This is an optimization exercise on Yosys and OpenROAD, whose aim is small area, not a production implementation.
The RTL was checked by simulation tests, not by an equivalence proof against the original design.
Power is estimated from default activity; no workload was simulated.

<file path="flow/design.v">
`default_nettype none
 `default_nettype none
module j4( input  wire clk
         , input  wire rst                       
         , output reg  [12:0] pc
         , input  wire [15:0] instr
         , output wire io_we                     
         , output wire io_re                     
         , output wire [16-1:0] io_ptr
         , input  wire [16-1:0] io_in
         , output wire [16-1:0] io_out
    );
reg  ds_we;                          
reg  [16-1:0] dst0, _dst0;       
wire [16-1:0] dst1;              
reg  [4-1:0] dsp, _dsp;         
reg  [16-1:0] ds_data [(2**4)-1:0];
always @(posedge clk) begin
    if (ds_we) begin
        ds_data[_dsp] <= dst0;
    end
end
assign dst1 = ds_data[dsp];
always @(*) begin
    casez ({instr[15:13]})
        3'b1??:  
            {ds_we, _dsp} = {1'b1, dsp + 4'b0001};     
        3'b000:  
            {ds_we, _dsp} = {1'b0, dsp + 4'b0000};     
        3'b001:  
            {ds_we, _dsp} = {1'b0, dsp + 4'b0000};     
        3'b010:  
            {ds_we, _dsp} = {1'b0, dsp + 4'b0000};     
        3'b011:  
            {ds_we, _dsp} = {instr[7], dsp + {instr[1], instr[1], instr[1:0]}};
    endcase
end
reg  rs_we;                          
wire [16-1:0] rst0;              
reg  [16-1:0] _rst0;             
reg  [4-1:0] rsp, _rsp;         
reg  [16-1:0] rs_data [(2**4)-1:0];
always @(posedge clk) begin
    if (rs_we) begin
        rs_data[_rsp] <= _rst0;
    end
end
assign rst0 = rs_data[rsp];
always @(*) begin
    casez ({instr[15:13]})
        3'b1??:  
            {rs_we, _rsp} = {1'b0, rsp + 4'b0000};     
        3'b000:  
            {rs_we, _rsp} = {1'b0, rsp + 4'b0000};     
        3'b001:  
            {rs_we, _rsp} = {1'b0, rsp + 4'b0000};     
        3'b010:  
            {rs_we, _rsp} = {1'b1, rsp + 4'b0001};     
        3'b011:  
            {rs_we, _rsp} = {instr[6], rsp + {instr[3], instr[3], instr[3:2]}};
    endcase
end
always @* begin
    casez ({instr[15:8]})
        8'b1??_?_????:
            {_dst0, _rst0} =
                { {{(16 - 15){1'b0}}, instr[14:0]},    
                  rst0                                     
                };
        8'b000_?_????,  
        8'b001_?_????:  
            {_dst0, _rst0} = {dst0, rst0};                 
        8'b010_?_????:  
            {_dst0, _rst0} =
                { dst0,                                    
                  {{(16 - 13){1'b0}}, pc_inc}          
                };
        8'b011_?_0000:
            {_dst0, _rst0} = {dst0, rst0};                 
        8'b011_?_0001:
            {_dst0, _rst0} = {dst1, rst0};                 
        8'b011_?_0010:
            {_dst0, _rst0} = {dst0 + dst1, rst0};          
        8'b011_?_0011:
            {_dst0, _rst0} = {dst0 & dst1, rst0};          
        8'b011_?_0100:
            {_dst0, _rst0} = {dst0 | dst1, rst0};          
        8'b011_?_0101:
            {_dst0, _rst0} = {dst0 ^ dst1, rst0};          
        8'b011_?_0110:
            {_dst0, _rst0} = {~dst0, rst0};                
        8'b011_?_0111:
            {_dst0, _rst0} =
                { {16{(dst0 == dst1)}},                    
                  rst0                                     
                };
        8'b011_?_1000:
            {_dst0, _rst0} =
                { {16{($signed(dst1) < $signed(dst0))}},   
                  rst0                                     
                };
        8'b011_?_1001:
            {_dst0, _rst0} = { dst0 >> 1, rst0};           
        8'b011_?_1010:
            {_dst0, _rst0} = {dst0 - 16'h1, rst0};     
        8'b011_?_1011:
            {_dst0, _rst0} = {rst0, rst0};                 
        8'b011_?_1100:
            {_dst0, _rst0} = {io_in, rst0};                
        8'b011_?_1101:
            {_dst0, _rst0} = {dst0 << 1, rst0};            
        8'b011_?_1110:
            {_dst0, _rst0} =
                { {{(16 - 8){1'b0}}, rsp, dsp},        
                  rst0                                     
                };
        8'b011_?_1111:
            {_dst0, _rst0} =
                { {16{(dst1 < dst0)}},                     
                  rst0                                     
                };
    endcase
end
reg  [12:0] _pc;         
wire [12:0] pc_inc;
assign pc_inc = pc + 1;
always @(*) begin
    casez ({instr[15:13]})
        3'b1??:  
            _pc = pc_inc;
        3'b000:  
            _pc = instr[12:0];
        3'b001:  
            _pc = (|dst0 == 0) ? instr[12:0] : pc_inc;
        3'b010:  
            _pc = instr[12:0];
        3'b011:  
            _pc =  instr[12] ? rst0[12:0] : pc_inc;
    endcase
end
assign io_we = (instr[15:13] == 3'b011) & instr[5];
assign io_re = (instr[15:13] == 3'b011) & (instr[11:8] == 4'hc) & (|dst0[15:14]);
assign io_ptr = dst0;
assign io_out = dst1;
always @(posedge clk) begin
    if (rst)
        { pc , dst0 , dsp , rsp } <= 0;
    else
        { pc , dst0 , dsp , rsp } <= { _pc , _dst0 , _dsp , _rsp };
end
endmodule
</file>
<file path="flow/run.sh">
#!/bin/bash
# synth_recipe.tcl (not shown) runs the flow's synth.tcl, then flattens the netlist and writes it again
# the make line also repeats each setting of config.mk as NAME=value (left out here)
make -C /OpenROAD-flow-scripts/flow DESIGN_CONFIG=/design/flow/config.mk WORK_HOME=/design/flow/orfs CLKGATE_MAP_FILE= SYNTH_SCRIPT=/design/flow/synth_recipe.tcl finish
</file>
<file path="flow/config.mk">
export PLATFORM = sky130hd
export DESIGN_NAME = j4
export DESIGN_NICKNAME = j4
export VERILOG_FILES = /design/flow/design.v
export SDC_FILE = /design/flow/constraint.sdc
export NUM_CORES = 4
export LEC_CHECK = 0
export CAP_MARGIN = 20
export CORE_MARGIN = 2
export CORE_UTILIZATION = 40
export SLEW_MARGIN = 20
</file>
<file path="flow/constraint.sdc">
create_clock -name core_clock -period 6.0 [get_ports {clk}]
set_input_delay 1.2000 -clock core_clock [delete_from_list [all_inputs] [get_ports {clk}]]
set_output_delay 1.2000 -clock core_clock [all_outputs]
set_load 0.01 [all_outputs]
</file>
==> results.sh, run 1 <==
export IMPL_status="complete, no violations"
export IMPL_ys_ff_latch=549
export IMPL_ys_seq_area_frac=0.655
export IMPL_synth_fa_ha_area_frac=0.0406
export IMPL_dominantRegCellSynth="edfxtp_1"
export IMPL_cp_start_kind="register"
export IMPL_cp_max_fo=36
export IMPL_yosysTopAreaCell="edfxtp_1"
export IMPL_cp_arrival_ns=5.91
export IMPL_slew_headroom=0.234
export IMPL_cts_root_buf="clkbuf_16"
export IMPL_hold_path_class="reg2reg"
export IMPL_core_area_um2=60600
export IMPL_rsz0062_at_grt="false"
export IMPL_drc_errors=0
export IMPL_tightest_slew_ns=1.14
export IMPL_cts_buffer_depth=3
export IMPL_io_buffers=80
export IMPL_final_cell_area_um2=28800
export IMPL_grt_pass1_wl_mm=100
export IMPL_place_area_um2=27000
export IMPL_maxSlewViolCount=0
export IMPL_synth_xor_area_frac=0.0144
export IMPL_fp_dieW_um=252
export IMPL_fin_crit_ns=5.45
export IMPL_fmax_mhz=183
export IMPL_gp_congestion=0.888
export IMPL_drt_first_pass_iters=5
export IMPL_cap_violations=0
export IMPL_h_tree_depth=2
export IMPL_critPathCaptureType="register"
export IMPL_fin_crit_sh=0.908
export IMPL_start_util=0.406
export IMPL_post_cts_buffers=0
export IMPL_fin_setup_tns_ns=0
export IMPL_synth_mux_area_frac=0.145
export IMPL_grt_usage=0.215
export IMPL_timing_hold_ws_ns=0.557
export IMPL_crit_required_ns=6.46
export IMPL_grt_max_degree=46
export IMPL_postCtsHoldBufs=0
export IMPL_powerDensity_nw_per_um2=319
export IMPL_ys_async_sr_fraction=0
export IMPL_synthTopCellsByArea="edfxtp_1 (62%), mux4_2 (14%), ha_1 (3.8%)"
export IMPL_dpl_hpwl_mm=44.0
export IMPL_synth_top_cell_area_share=0.625
export IMPL_rows=90
export IMPL_hold_violations=0
export IMPL_grt_pass1_vias=14800
export IMPL_yosysUniqueCellTypes=64
export IMPL_synth_simple_area_share=0.0571
export IMPL_synth_top_family_by_area="multiplexers"
export IMPL_final_fill_count=5187
export IMPL_synth_fp_nets=1608
export IMPL_drt_total_wl_mm=67.7
export IMPL_cts_buffers_inserted=56
export IMPL_finalPower_mw=9.18
export IMPL_antenna_found_initial=0
export IMPL_die_area_um2=63500
export IMPL_clk_insertion_delay_late_ns=0.61
export IMPL_synth_area_um2=24600
export IMPL_synth_cells=1496
export IMPL_rrSetupSlack_ns=0.55
export IMPL_avgSynthCellArea_um2=16.4
export IMPL_cpPeakStageDelay_ns=0.83
export IMPL_numClockSinks=549
export IMPL_cp_cell_sequence="mux4_2 -> a22o_1 -> a221oi_1 -> buf_4 -> inv_1 -> nor2_1 -> nand3_1 -> xnor2_1 -> nand2_1 -> ha_1 -> a21oi_1 -> nand2_1 -> o221ai_1 -> o21ai_0 -> a41oi_1 -> o21ai_0 -> xnor3_1 -> a211oi_1 -> nor2_1"
export IMPL_crit_type="reg2reg"
export IMPL_avgViaCountPerCell=5.88
export IMPL_syn_to_final_growth_pct=17.0
export IMPL_drtIter0Drc=1275
export IMPL_cts_tree="done"
export IMPL_grt_overflow=0
export IMPL_cts_resized=0
export IMPL_synth_edff_count=512
export IMPL_ir_drop_mv=0.262
export IMPL_leakage_nw=9.54
export IMPL_clkTransAtPathRegs_ns=0.07
export IMPL_wl_per_cell_um=27.1
export IMPL_nets=1775
export IMPL_setup_viol=0
export IMPL_vias=14600
export IMPL_synth_warnings=1
export IMPL_drive_gt1_frac=0.225
export IMPL_die_h_um=252
export IMPL_antenna_cells=0
export IMPL_drtAntennaViolNets=0
export IMPL_cp_top_family="compound AO/OA/AOI/OAI gates"
export IMPL_synth_compound_area_frac=0.0676
export IMPL_cp_num_buf_inv=2
export IMPL_cpMaxStageDelayCell="dfxtp_4"
export IMPL_ioPinCount=81
export IMPL_fin_skew_ns=0.0278
cell usage after synthesis (12+ instances only):
master	instances
a22oi_1	22
o22ai_1	13
nor2_1	95
ha_1	75
xor2_1	12
a221oi_1	25
buf_1	16
dfxtp_1	37
xnor2_1	26
nor3_1	14
nand3_1	30
nand2b_1	14
a211oi_1	22
edfxtp_1	512
clkbuf_1	49
inv_1	45
nand2_1	81
nor4_1	12
o21ai_0	55
mux4_2	152
a21oi_1	57
cell families (layout without fill, tap and decap cells):
family	after synthesis	in the layout
xor+xnor	39	39
mux	164	164
simple gates	298	298
compound gates	248	248
fa+ha+maj	78	78
buf+inv	120	334
flops	549	549
stage by stage:
stage	utilization	instances	worst slack, ns
2_1_floorplan	-	1496	0.798
3_3_place_gp	0.446	2385	0.393
3_5_place_dp	0.446	2385	0.440
4_1_cts	0.475	2490	0.515
5_1_grt	0.475	2492	0.148
6_report	0.475	2492	0.550
area by class of cell:
class,count,area (um^2),share of cell area
Multi-Input combinational cell,827,8090,0.281
Timing Repair Buffer,182,1670,0.0579
Tap cell,782,978,0.0340
Inverter,47,176,0.00613
Clock buffer,68,1470,0.0510
Sequential cell,549,16100,0.560
Clock inverter,37,285,0.00991
flip-flops by register name (all words and copies together) (netlist names):
name / flops
ds_data: 256
rs_data: 256
dst0: 16
pc: 13
dsp: 4
rsp: 4
worst paths after layout:
check / endpoint / cells after the start / from
worst min register to register: dst0[6]$_SDFFE_PP0P_ / 2 / dst0[6]$_SDFFE_PP0P_
worst max-delay path: dst0[15]$_SDFFE_PP0P_ / 19 / dsp[0]$_SDFF_PP0_
worst min-delay path: dst0[6]$_SDFFE_PP0P_ / 2 / dst0[6]$_SDFFE_PP0P_
worst max register to register: dst0[15]$_SDFFE_PP0P_ / 19 / dsp[0]$_SDFF_PP0_
where the power goes:
group          internal (mW)  switching [mW]  total [mW]
combinational          0.589           0.832        1.42
clock                   1.91            1.44        3.35
sequential              4.33          0.0805        4.41
total                   6.82            2.36        9.18
layout by cell type (no fill, tap or decap), types with 32 or more instances in the layout:
cell	Yosys	final
edfxtp_1	512	512
mux4_2	152	152
buf_4	2	92
nand2_1	81	81
clkdlybuf4s50_1	0	79
ha_1	75	75
nor2_1	95	63
a21oi_1	57	57
clkbuf_16	0	57
o21ai_0	55	55
inv_1	45	45
dfxtp_1	37	33
nor2_2	0	32
worst reg2reg max path: stages (launching register included):
cell      delay (ns)
dfxtp_4         0.83
mux4_2          0.64
a22o_1          0.24
a221oi_1        0.21
buf_4           0.22
inv_1           0.15
nor2_1          0.25
nand3_1         0.13
xnor2_1         0.16
nand2_1         0.09
ha_1            0.31
a21oi_1         0.19
nand2_1         0.08
o221ai_1        0.36
o21ai_0         0.22
a41oi_1         0.36
o21ai_0         0.19
xnor3_1         0.37
a211oi_1        0.24
nor2_1          0.06
metal layers:
layer	up-vias	track usage	wire length [um]
li1	6382	-	-
met1	7599	0.301	28600
met2	573	0.355	32900
met3	95	0.0318	4730
met4	0	0.0551	1430
met5	-	0	0
==> run 2, diff against run 1 <==
==> flow/design.v (replaced) <==
`default_nettype none
 `default_nettype none
module j4( input  wire clk
         , input  wire rst                       
         , output reg  [12:0] pc
         , input  wire [15:0] instr
         , output wire io_we                     
         , output wire io_re                     
         , output wire [16-1:0] io_ptr
         , input  wire [16-1:0] io_in
         , output wire [16-1:0] io_out
    );
reg  [16-1:0] T;
reg  [4-1:0] dsp, rsp;
reg  [16-1:0] ds [0:15];
reg  [12:0]       rs [0:15];
wire is_lit  = instr[15];
wire is_jmp  = instr[15:13] == 3'b000;
wire is_cjmp = instr[15:13] == 3'b001;
wire is_call = instr[15:13] == 3'b010;
wire is_alu  = instr[15:13] == 3'b011;
wire [3:0] op = instr[11:8];
reg  [16-1:0] N;
reg  [12:0] R;
integer i;
always @* begin
    N = 0;
    R = 0;
    for (i = 0; i < 16; i = i + 1) begin
        N = N | (ds[i] & {16{dsp == i}});
        R = R | (rs[i] & {13{rsp == i}});
    end
end
wire [3:0] dsp_n = dsp + (is_lit ? 4'd1 : is_alu ? {{2{instr[1]}}, instr[1:0]} : 4'd0);
wire [3:0] rsp_n = rsp + (is_call ? 4'd1 : is_alu ? {{2{instr[3]}}, instr[3:2]} : 4'd0);
wire ds_we = is_lit | (is_alu & instr[7]);
wire rs_we = is_call | (is_alu & instr[6]);
wire [12:0] pc_inc = pc + 13'd1;
wire [12:0] rs_wd = is_call ? pc_inc : R;
always @(posedge clk) begin
    for (i = 0; i < 16; i = i + 1) begin
        if (ds_we && dsp_n == i) ds[i] <= T;
        if (rs_we && rsp_n == i) rs[i] <= rs_wd;
    end
end
wire sub = op[3];                                    
wire [16:0] sum = {1'b0, T ^ {16{sub}}} + {1'b0, N} + {16'd0, sub};
wire ult = ~sum[16];                                 
wire slt = (N[15] ^ T[15]) ? N[15] : ult;            
wire eq  = T == N;
reg [16-1:0] alu;
always @* begin
    case (op)
        4'b0000: alu = T;
        4'b0001: alu = N;
        4'b0010: alu = sum[15:0];
        4'b0011: alu = T & N;
        4'b0100: alu = T | N;
        4'b0101: alu = T ^ N;
        4'b0110: alu = ~T;
        4'b0111: alu = {16{eq}};
        4'b1000: alu = {16{slt}};
        4'b1001: alu = {1'b0, T[15:1]};
        4'b1010: alu = T - 16'd1;
        4'b1011: alu = {3'b000, R};
        4'b1100: alu = io_in;
        4'b1101: alu = {T[14:0], 1'b0};
        4'b1110: alu = {8'd0, rsp, dsp};
        default: alu = {16{ult}};
    endcase
end
wire [16-1:0] T_n = is_lit ? {1'b0, instr[14:0]} : is_alu ? alu : T;
reg [12:0] pc_n;
always @* begin
    if (is_lit)       pc_n = pc_inc;
    else if (is_alu)  pc_n = instr[12] ? R : pc_inc;
    else if (is_cjmp) pc_n = (T == 0) ? instr[12:0] : pc_inc;
    else              pc_n = instr[12:0];
end
assign io_we  = is_alu & instr[5];
assign io_re  = is_alu & (op == 4'hc) & (|T[15:14]);
assign io_ptr = T;
assign io_out = N;
always @(posedge clk) begin
    if (rst) begin
        pc <= 0; T <= 0; dsp <= 0; rsp <= 0;
    end else begin
        pc <= pc_n; T <= T_n; dsp <= dsp_n; rsp <= rsp_n;
    end
end
endmodule
==> run 2 against run 1 <==
  * Critical path depth did not move
  * Cell area is 7.9% lower
  * Final cell count is 6.6% higher
  * Flip-flop and latch count fell by 48
  * Non-clock buffer count increased by 5
  * Die area fell by 8.1%
  * Area after synthesis fell by 8.3%
  * Routed wire length is 9.6% higher
  * Clock skew rose by 0.0091 ns
  * Total power shrank 2.0%
  * Combinational power increased by 19%
  * Largest cell class unchanged
==> results.sh, run 2 <==
export IMPL_largest_reg_flops=256
export IMPL_cp_top_family="compound AO/OA/AOI/OAI gates"
export IMPL_cts_root_buf="clkbuf_16"
export IMPL_synth_area_um2=22600
export IMPL_postCtsHoldBufs=0
export IMPL_rsz0062_at_grt="false"
export IMPL_leakage_nw=9.00
export IMPL_cp_start_kind="register"
export IMPL_dpl_hpwl_mm=49.9
export IMPL_rr_endpoint="T[5]$_SDFFE_PP0P_"
export IMPL_finalPower_mw=9.00
export IMPL_preCtsSetupSlack_ns=0.948
export IMPL_hold_path_class="reg2reg"
export IMPL_start_util=0.403
export IMPL_avgSynthCellArea_um2=13.1
export IMPL_numClockSinks=501
export IMPL_critPathCaptureType="register"
export IMPL_cp_cell_sequence="buf_4 -> nor4bb_2 -> buf_4 -> a22o_1 -> a221oi_1 -> nand3_1 -> nor2_1 -> inv_1 -> ha_1 -> a21o_1 -> a21o_1 -> a21oi_1 -> o21ai_0 -> a211oi_1 -> and2b_1 -> a41oi_2 -> a211o_2 -> a2111oi_1 -> a2111oi_0"
export IMPL_grt_pass1_wl_mm=108
export IMPL_synth_warnings=3
export IMPL_final_util=0.473
export IMPL_cts_buffers_inserted=53
export IMPL_ys_seq_area_frac=0.650
export IMPL_drtIter0Drc=1826
export IMPL_grt_max_degree=35
export IMPL_regMostFlops="ds"
export IMPL_yosysUniqueCellTypes=89
export IMPL_synth_top_cell_area_share=0.617
export IMPL_die_h_um=242
export IMPL_nets=1944
export IMPL_whs_endpoint="pc[0]$_SDFF_PP0_"
export IMPL_grt_usage=0.248
export IMPL_rrSetupSlack_ns=0.95
export IMPL_synth_fp_nets=1807
export IMPL_die_area_um2=58300
export IMPL_dominantRegCellSynth="edfxtp_1"
export IMPL_cp_max_fo=22
export IMPL_drt_total_wl_mm=74.2
export IMPL_fin_skew_ns=0.0369
export IMPL_wl_per_cell_um=27.9
export IMPL_slew_headroom=0.246
export IMPL_status="complete, no violations"
export IMPL_worst_slack_ns=0.953
export IMPL_r2r_start="dsp[1]$_SDFF_PP0_"
export IMPL_whs_path_depth=3
export IMPL_clkTransAtPathRegs_ns=0.07
export IMPL_hp_start="pc[0]$_SDFF_PP0_"
export IMPL_io_buffers=80
export IMPL_crit_type="reg2reg"
export IMPL_gp_congestion=0.914
export IMPL_fin_crit_ns=5.05
export IMPL_vias=16300
export IMPL_cts_tree="done"
export IMPL_synth_commonest_cells="edfxtp_1 (464), nor2_1 (144), a22oi_1 (127)"
export IMPL_syn_to_final_growth_pct=17.5
export IMPL_synth_edff_count=464
export IMPL_drc_errors=0
export IMPL_fmax_mhz=198
export IMPL_timing_hold_ws_ns=0.683
export IMPL_crit_required_ns=6.46
export IMPL_avgViaCountPerCell=6.13
export IMPL_grt_overflow=0
export IMPL_drive_gt1_frac=0.127
export IMPL_grt_pass1_vias=15900
export IMPL_yosysTopAreaCell="edfxtp_1"
export IMPL_cp_num_buf_inv=3
export IMPL_clk_insertion_delay_late_ns=0.62
export IMPL_powerDensity_nw_per_um2=339
export IMPL_cpMaxStageDelayCell="dfxtp_1"
export IMPL_ir_drop_mv=0.267
export IMPL_cts_resized=0
export IMPL_cpPeakStageDelay_ns=0.66
export IMPL_cap_violations=0
export IMPL_ioPinCount=81
export IMPL_cts_buffer_depth=3
export IMPL_drtAntennaViolNets=0
export IMPL_fp_dieW_um=242
export IMPL_r2r_cells=19
export IMPL_rows=87
export IMPL_setup_viol=0
export IMPL_yosysMostFrequentCell="edfxtp_1"
export IMPL_ys_ff_latch=501
export IMPL_ys_async_sr_fraction=0
export IMPL_fin_crit_sh=0.841
export IMPL_antenna_found_initial=3
export IMPL_maxSlewViolCount=0
export IMPL_synth_cells=1718
export IMPL_synthTopCellsByArea="edfxtp_1 (62%), a22oi_1 (4.2%), dfxtp_1 (3.3%)"
export IMPL_mostFrequentLayoutCell="edfxtp_1"
export IMPL_final_cell_mix="edfxtp_1 (464), nor2_1 (127), a22oi_1 (127)"
export IMPL_drt_first_pass_iters=5
export IMPL_post_cts_buffers=0
export IMPL_h_tree_depth=2
export IMPL_fin_setup_tns_ns=0
export IMPL_hold_violations=0
export IMPL_tightest_slew_ns=1.13
export IMPL_cp_arrival_ns=5.51
export IMPL_core_area_um2=56100
[run 2: where the power goes]
part	switching (mW)	internal [mW]
sequential	0.0544	4.00
combinational	1.11	0.576
clock	1.40	1.86
total	2.56	6.44
[run 2: how the worst max path moves through the flow]
| stage | from | end | slack [ns] | cells after the start |
|---|---|---|---|---|
| floorplan | instr[11] | T[13]$_SDFFE_PP0P_ | 1.33 | 17 |
| finish | dsp[1]$_SDFF_PP0_ | T[5]$_SDFFE_PP0P_ | 0.95 | 19 |
| global route | dsp[1]$_SDFF_PP0_ | T[5]$_SDFFE_PP0P_ | 0.67 | 19 |
| detailed placement | instr[11] | T[5]$_SDFFE_PP0P_ | 0.95 | 13 |
| global placement | instr[14] | ds[10][6]$_DFFE_PP_ | 0.95 | 9 |
| CTS | dsp[1]$_SDFF_PP0_ | T[5]$_SDFFE_PP0P_ | 1.04 | 19 |
[run 2: cells by family after synthesis]
logic type	Yosys count	synth area share
DFF	501	0.650
AOI/OAI and AO/OA	464	0.153
and+or+nand+nor	462	0.102
buffers and inverters	152	0.0286
adders and majority gates	55	0.0315
xor gates and xnor gates	51	0.0198
muxes	33	0.0154
[run 2: routing by layer]
metal / wire (um) / part of all wire / vias up / track usage
li1: - / - / 7083 / -
met1: 29800 / 0.40 / 8179 / 0.329
met2: 35200 / 0.47 / 855 / 0.405
met3: 6320 / 0.085 / 164 / 0.0455
met4: 2810 / 0.038 / 4 / 0.0943
met5: 23 / 0.00031 / - / 0
[run 2: final cells by class]
| cell class | instances | area (um^2) |
|---|---|---|
| fill | 4912 | 29500 |
| sequential | 501 | 14700 |
| multi-input combinational | 1065 | 7380 |
| timing repair buffer | 187 | 1620 |
| clock buffer | 63 | 1360 |
| tap | 756 | 946 |
| clock inverter | 37 | 370 |
| inverter | 47 | 176 |
| antenna | 1 | 2.50 |
[run 2: through the flow]
step | area [um^2] | cells
3_3_place_gp | 24800 | 2554
6_report | 26500 | 2657
3_5_place_dp | 24800 | 2556
2_1_floorplan | 22600 | 1718
4_1_cts | 26500 | 2656
5_1_grt | 26500 | 2656
[run 2: worst reg2reg max path, cell delays in order (launching register included)]
cell	delay, ns
dfxtp_1	0.66
buf_4	0.40
nor4bb_2	0.12
buf_4	0.19
a22o_1	0.23
a221oi_1	0.22
nand3_1	0.10
nor2_1	0.31
inv_1	0.16
ha_1	0.41
a21o_1	0.21
a21o_1	0.17
a21oi_1	0.12
o21ai_0	0.10
a211oi_1	0.24
and2b_1	0.22
a41oi_2	0.25
a211o_2	0.40
a2111oi_1	0.10
a2111oi_0	0.30
==> run 3, diff against run 2 <==
--- a/flow/config.mk
+++ b/flow/config.mk
@@ -7,5 +7,6 @@
 export LEC_CHECK = 0
 export CAP_MARGIN = 20
 export CORE_MARGIN = 2
-export CORE_UTILIZATION = 40
+export CORE_UTILIZATION = 65
+export CTS_BUF_LIST = sky130_fd_sc_hd__clkbuf_4 sky130_fd_sc_hd__clkbuf_8
 export SLEW_MARGIN = 20
==> run 3 against run 2 <==
  * Sequential share of layout area grew 1.3 points
  * Largest cell class unchanged
  * Final cell count shrank 10%
  * Clock power shrank 12%
  * Setup slack lost 0.14 ns
  * Clock skew shrank 0.0011 ns
  * Cell area shrank 2.4%
  * Still clean on timing, DRC and antenna
  * Synthesized cell count is the same
  * Via count grew 2.5%
  * Flip-flop and latch count is the same
  * Highest routed layer is now met4
  * Die area shrank 38%
  * Sequential power is essentially flat
==> results.sh, run 3 <==
export IMPL_routed_top_layer="met4"
export IMPL_synthTopCellsByArea="edfxtp_1 (62%), a22oi_1 (4.2%), dfxtp_1 (3.3%)"
export IMPL_ys_async_sr_fraction=0
export IMPL_clkTransAtPathRegs_ns=0.06
export IMPL_rrSetupSlack_ns=0.82
export IMPL_post_cts_buffers=0
export IMPL_leakage_nw=8.92
export IMPL_start_util=0.657
export IMPL_drive_gt1_frac=0.143
export IMPL_cp_depth=18
export IMPL_antenna_found_initial=1
export IMPL_rr_endpoint="T[4]$_SDFFE_PP0P_"
export IMPL_setup_viol=0
export IMPL_avgSynthCellArea_um2=13.1
export IMPL_numClockSinks=501
export IMPL_grt_max_degree=35
export IMPL_cp_top_family="compound AO/OA/AOI/OAI gates"
export IMPL_nets=1963
export IMPL_regMostFlops="ds"
export IMPL_fmax_mhz=193
export IMPL_ys_ff_latch=501
export IMPL_ir_drop_mv=0.250
export IMPL_status="complete, no violations"
export IMPL_crit_end="T[4]$_SDFFE_PP0P_"
export IMPL_drc_errors=0
export IMPL_r2r_cells=18
export IMPL_critPathCaptureType="register"
export IMPL_yosysMostFrequentCell="edfxtp_1"
export IMPL_preCtsSetupSlack_ns=0.979
export IMPL_synth_area_um2=22600
export IMPL_p_seq_frac=0.472
export IMPL_synth_warnings=3
export IMPL_p_comb_frac=0.197
export IMPL_fp_dieW_um=190
export IMPL_hold_path_class="reg2reg"
export IMPL_drtAntennaViolNets=0
export IMPL_power_switching_mw=2.49
export IMPL_cap_violations=0
export IMPL_clk_insertion_delay_late_ns=0.65
export IMPL_io_buffers=80
export IMPL_rsz0062_at_grt="false"
export IMPL_fin_skew_ns=0.0358
export IMPL_maxSlewViolCount=0
export IMPL_final_cell_area_um2=25900
export IMPL_synth_cells=1718
export IMPL_synth_fp_nets=1807
export IMPL_avgViaCountPerCell=6.98
export IMPL_yosysUniqueCellTypes=89
export IMPL_die_area_um2=36200
export IMPL_switching_share=0.290
export IMPL_yosysTopAreaCell="edfxtp_1"
export IMPL_cp_num_buf_inv=2
export IMPL_cts_tree="done"
export IMPL_grt_overflow=0
export IMPL_cts_root_buf="clkbuf_8"
export IMPL_powerDensity_nw_per_um2=332
export IMPL_cp_start_kind="register"
export IMPL_grt_pass1_vias=16200
export IMPL_syn_to_final_growth_pct=14.7
export IMPL_synth_edff_count=464
export IMPL_wl_met2_mm=31.4
export IMPL_dpl_hpwl_mm=47.5
export IMPL_die_h_um=190
export IMPL_cts_resized=0
export IMPL_cp_cell_sequence="nand2b_1 -> nor3_1 -> buf_4 -> a22o_1 -> a221oi_1 -> nand3_1 -> nor2_1 -> inv_1 -> ha_1 -> a21o_1 -> a21oi_1 -> o21bai_1 -> a21oi_1 -> a31oi_4 -> a41oi_2 -> a211o_2 -> a2111oi_0 -> o21ai_1"
export IMPL_rows=68
export IMPL_hold_violations=0
export IMPL_final_cell_mix="edfxtp_1 (464), nor2_1 (129), a22oi_1 (127)"
export IMPL_synth_commonest_cells="edfxtp_1 (464), nor2_1 (144), a22oi_1 (127)"
export IMPL_wl_per_cell_um=29.6
export IMPL_vias=16700
export IMPL_worst_slack_ns=0.816
export IMPL_drtIter0Drc=2592
export IMPL_ys_seq_area_frac=0.650
export IMPL_ioPinCount=81
export IMPL_cp_arrival_ns=5.68
export IMPL_slew_headroom=0.201
export IMPL_cts_buffers_inserted=77
export IMPL_cts_buffer_depth=3
export IMPL_place_area_um2=24300
export IMPL_h_tree_depth=3
export IMPL_drt_first_pass_iters=6
export IMPL_fin_crit_sh=0.864
export IMPL_cp_max_fo=21
export IMPL_mostFrequentLayoutCell="edfxtp_1"
export IMPL_synth_top_cell_area_share=0.617
export IMPL_postCtsHoldBufs=0
export IMPL_grt_usage=0.398
export IMPL_met3_wirelength_mm=9.15
export IMPL_cp_startpoint="dsp[0]$_SDFF_PP0_"
export IMPL_fin_crit_ns=5.18
export IMPL_crit_type="reg2reg"
export IMPL_largest_reg_flops=256
export IMPL_dominantRegCellSynth="edfxtp_1"
export IMPL_crit_required_ns=6.50
export IMPL_cpMaxStageDelayCell="dfxtp_1"
export IMPL_core_area_um2=34400
export IMPL_cpPeakStageDelay_ns=0.82
export IMPL_grt_pass1_wl_mm=104
export IMPL_p_clk_frac=0.331
export IMPL_internal_power_mw=6.11
export IMPL_drt_total_wl_mm=70.8
export IMPL_wl_met1_mm=27.0
export IMPL_cpMostUsedCell="a21oi_1"
export IMPL_gp_congestion=0.945
export IMPL_tightest_slew_ns=1.19
export IMPL_r2r_start="dsp[0]$_SDFF_PP0_"
export IMPL_fin_setup_tns_ns=0
run 3: cell types whose count changed in the layout (fill, tap and decap cells not counted), moves of 3 or more:
cell | previous run | this run
clkbuf_8 | 0 | 79
nor3_1 | 25 | 28
clkbuf_16 | 53 | 0
clkinv_1 | 12 | 15
clkbuf_4 | 0 | 27
buf_4 | 106 | 100
clkbuf_1 | 10 | 0
nor3_2 | 4 | 1
run 3: final cells by class:
| type | count | area (um^2) |
|---|---|---|
| tap | 455 | 569 |
| fill | 2194 | 8480 |
| antenna | 1 | 2.50 |
| sequential | 501 | 14700 |
| timing repair buffer | 182 | 1580 |
| clock inverter | 33 | 254 |
| clock buffer | 106 | 1290 |
| inverter | 47 | 176 |
| multi-input combinational | 1065 | 7350 |
run 3: power by group through the flow:
stage	registers [mW]	logic [mW]	clock network (mW)
6_report	4.06	1.70	2.85
4_1_cts	4.06	1.64	2.86
3_5_place_dp	4.13	1.63	0
5_1_grt	4.07	1.79	3.00
3_3_place_gp	4.13	1.61	0
2_1_floorplan	4.13	0.952	0
run 3: tightest hold or removal path: cells and delay by family (launching register included):
family,cells,cell delay [ns]
AND/OR/NAND/NOR,2,0.19
AO/OA/AOI/OAI,1,0.05
flip-flops,1,0.36
run 3: how the worst min path moves through the flow:
stage	slack (ns)	depth (start not counted)	start	endpoint
CTS	0.62	3	pc[0]$_SDFF_PP0_	pc[0]$_SDFF_PP0_
floorplan	0.59	3	pc[0]$_SDFF_PP0_	pc[0]$_SDFF_PP0_
detailed placement	0.59	2	T[6]$_SDFFE_PP0P_	T[6]$_SDFFE_PP0P_
finish	0.63	3	pc[0]$_SDFF_PP0_	pc[0]$_SDFF_PP0_
global placement	0.52	2	T[6]$_SDFFE_PP0P_	T[6]$_SDFFE_PP0P_
global route	0.65	2	T[6]$_SDFFE_PP0P_	T[6]$_SDFFE_PP0P_
run 3: cell families (layout without fill, tap and decap cells):
logic type      Yosys count  after routing  synth area share
mux                      33             33            0.0154
compound gates          464            464             0.153
buf+inv                 152            368            0.0286
flops                   501            501             0.650
simple gates            462            462             0.102
fa+ha+maj                55             55            0.0315
other cells               0              1                 0
xor+xnor                 51             51            0.0198
run 3: layer usage:
metal | global-route usage | vias up
met4 | 0.174 | 0
li1 | - | 7101
met3 | 0.0883 | 210
met1 | 0.569 | 8071
met2 | 0.595 | 1302
met5 | 0 | -
run 3: stage by stage:
stage                      util  std cells  total power [mW]  hold slack, ns
after CTS                 0.753       2389              8.57           0.620
after global placement    0.708       2249              5.74           0.524
final                     0.753       2390              8.61           0.625
after detailed placement  0.708       2250              5.76           0.595
after floorplan               -       1718              5.09           0.592
after global routing      0.753       2390              8.85           0.649

[re-timing with driven ports]
Ports are ideal in the flow. The routed layouts listed here were re-timed in OpenROAD.
Step 1 (the two cells are an assumption about what drives the block):
set clk [get_ports {clk}]
set_driving_cell -lib_cell sky130_fd_sc_hd__clkbuf_16 $clk
set_driving_cell -lib_cell sky130_fd_sc_hd__buf_2 [delete_from_list [all_inputs] $clk]
Step 2 also shifts input and output timing later by t, the mid clock arrival at the registers, as if the neighbouring blocks saw the same clock.
Slacks: ideal / step 1 / step 2; pairs: ideal / step 1.
run	shift t [ns]	setup slack, ns	clock arrival spread, ns
run 1	0.654	0.550 / 0.550 / 0.280	0.028 / 0.028
run 2	0.653	0.953 / 0.953 / 0.816	0.043 / 0.042
run 3	0.689	0.816 / 0.801 / 0.816	0.037 / 0.037
After both steps setup and hold are still met in every run listed. For run 1, which loses most, drivers alone change the setup slack by 0.000 ns; drivers and shift together by -0.270 ns.
